What follows belongs to an exercise in optimizing a design on an open flow for small area, a short achievable clock period and few clock cycles per item; a production flow would make more cautious choices. The RTL was checked by simulation tests, not by an equivalence proof against the original design.

==> flow/design.v (excerpt) <==
module mult(
	input clk, rst, start, in_is_signed,
	input [31:0] in_a, in_b,
	output mult_status,
	output [63:0] s);
	reg [32:0] n;	 
	reg busy;
	reg [8:0] one, two, neg;	 
	reg [17:0] wlo;	 
	reg [45:0] acc;	 
	assign mult_status = busy;
	wire sha = &in_a[31:17] | ~|in_a[31:17];
	wire shb = &in_b[31:17] | ~|in_b[31:17];
	wire use_a = sha & ~shb;
	wire [17:0] mlo = use_a ? in_a[17:0] : in_b[17:0];
	wire mtop = use_a ? in_a[31] : in_b[31];
	wire [31:0] nn = use_a ? in_b : in_a;
	wire msign = in_is_signed & in_b[31];
	wire corr = ~in_is_signed & mtop;
	wire [18:0] wn = busy ? {wlo, 1'b0} : (sha | shb) ? {mlo, 1'b0} : {{4{msign}}, in_b[31:17]};
	wire [8:0] one_n, two_n, neg_n;
	assign one_n[0] = wn[1] ^ wn[0];
	assign two_n[0] = (wn[2] & ~wn[1] & ~wn[0]) | (~wn[2] & wn[1] & wn[0]);
	assign neg_n[0] = wn[2];
	assign one_n[1] = wn[3] ^ wn[2];
	assign two_n[1] = (wn[4] & ~wn[3] & ~wn[2]) | (~wn[4] & wn[3] & wn[2]);
	assign neg_n[1] = wn[4];
	assign one_n[2] = wn[5] ^ wn[4];
	assign two_n[2] = (wn[6] & ~wn[5] & ~wn[4]) | (~wn[6] & wn[5] & wn[4]);
	assign neg_n[2] = wn[6];
	assign one_n[3] = wn[7] ^ wn[6];
	assign two_n[3] = (wn[8] & ~wn[7] & ~wn[6]) | (~wn[8] & wn[7] & wn[6]);
	assign neg_n[3] = wn[8];
	assign one_n[4] = wn[9] ^ wn[8];
	assign two_n[4] = (wn[10] & ~wn[9] & ~wn[8]) | (~wn[10] & wn[9] & wn[8]);
	assign neg_n[4] = wn[10];
	assign one_n[5] = wn[11] ^ wn[10];
	assign two_n[5] = (wn[12] & ~wn[11] & ~wn[10]) | (~wn[12] & wn[11] & wn[10]);
	assign neg_n[5] = wn[12];
	assign one_n[6] = wn[13] ^ wn[12];
	assign two_n[6] = (wn[14] & ~wn[13] & ~wn[12]) | (~wn[14] & wn[13] & wn[12]);
	assign neg_n[6] = wn[14];
	assign one_n[7] = wn[15] ^ wn[14];
	assign two_n[7] = (wn[16] & ~wn[15] & ~wn[14]) | (~wn[16] & wn[15] & wn[14]);
	assign neg_n[7] = wn[16];
	assign one_n[8] = wn[17] ^ wn[16];
	assign two_n[8] = (wn[18] & ~wn[17] & ~wn[16]) | (~wn[18] & wn[17] & wn[16]);
	assign neg_n[8] = wn[18];
	always @(posedge clk) begin
		if (rst) begin
			busy <= 1'b0;
		end else if (!busy) begin
			if (start) begin
				n <= {in_is_signed & nn[31], nn};
				one <= one_n; two <= two_n; neg <= neg_n;
  ...
Size: about 2100 cells after synthesis, ~0.019 mm^2 of cells after synthesis.
clock: 50.0 ns
lec_check: 0
abc_area: 1
cap_margin: 20
core_margin: 2
core_utilization: 60
place_density: 0.75
slew_margin: 20
synth_hierarchical: 1
standard.sh (not shown) runs the stock make flow with config.mk's settings and CLKGATE_MAP_FILE= SYNTH_SCRIPT=/design/flow/synth_recipe.tcl, a recipe that flattens the netlist after the stock synthesis.
==> flow/flow/run.sh <==
#!/bin/bash
set -euo pipefail
export BUFFER_PORTS_ARGS="-buffer_cell sky130_fd_sc_hd__buf_2"
bash standard.sh > standard.log 2>&1
Testbench counts at the start, summed over its fixed seeds: cycles 4,019, items 3,200.
Rerun with:
CORE_UTILIZATION = 40   (was 60)
PLACE_DENSITY = default   (was 0.75)
Design area went up by 1.1%.
Setup slack loses 0.045 ns.
Sequential share of layout area fell by 0.19 points.
Final cell count rose by 8.3%.
Rerun with:
CAP_MARGIN = 60   (was 20)
SLEW_MARGIN = 80   (was 20)
=> Design area came out higher by about 8%; synthesized area stays the same; first-iteration DRC count came out higher by about 16%; hold slack gets better by 0.085 ns.
Rerun with:
==> flow/run.sh (new file) <==
#!/bin/bash
# synth_recipe.tcl (not shown) runs the flow's synth.tcl, then flattens the netlist and writes it again
# the make line also repeats each setting of config.mk as NAME=value (left out here)
make -C /OpenROAD-flow-scripts/flow DESIGN_CONFIG=/design/flow/config.mk WORK_HOME=/design/flow/orfs CLKGATE_MAP_FILE= SYNTH_SCRIPT=/design/flow/synth_recipe.tcl finish
CAP_MARGIN = 20   (was 60)
SLEW_MARGIN = 20   (was 80)
removed: flow/flow/run.sh
removed: flow/standard.sh
Synthesized cell count stays the same. Setup slack loses 1.1 ns. Utilization is lower by 2.2 points.

-- afterwards: timing with drivers on the ports --
No port has a modelled driver above. Below, the same layouts with a new extraction and two added sets of constraints.
Step 1 sets driving cells, clkbuf_16 on the clock port and buf_2 on the other inputs (assumed; they add their load-dependent delay and slew).
Step 2 adds t to the input delays and takes it off the output delays; t is the mean of the earliest and latest rising clock arrival at the registers after step 1. Input paths then give back, and output paths get back, about the clock's delay inside the block.
Slacks: ideal / step 1 / step 2; pairs: ideal / step 1.
run | t (ns) | setup WS [ns] | hold WS [ns] | worst setup path at the end | slew at the worst register clock pin (ns)
the first run | 0.476 | 32.937 / 32.884 / 33.360 | 0.570 / 0.570 / 0.570 | register to output | 0.07 / 0.07
the second run | 0.492 | 32.892 / 32.839 / 33.331 | 0.453 / 0.453 / 0.453 | register to output | 0.07 / 0.07
the third run | 0.491 | 33.596 / 33.549 / 34.040 | 0.538 / 0.538 / 0.538 | register to output | 0.07 / 0.07
the fourth run | 0.498 | 32.523 / 32.471 / 32.969 | 0.567 / 0.567 / 0.567 | register to output | 0.07 / 0.07
After both steps every run listed still meets setup and hold.
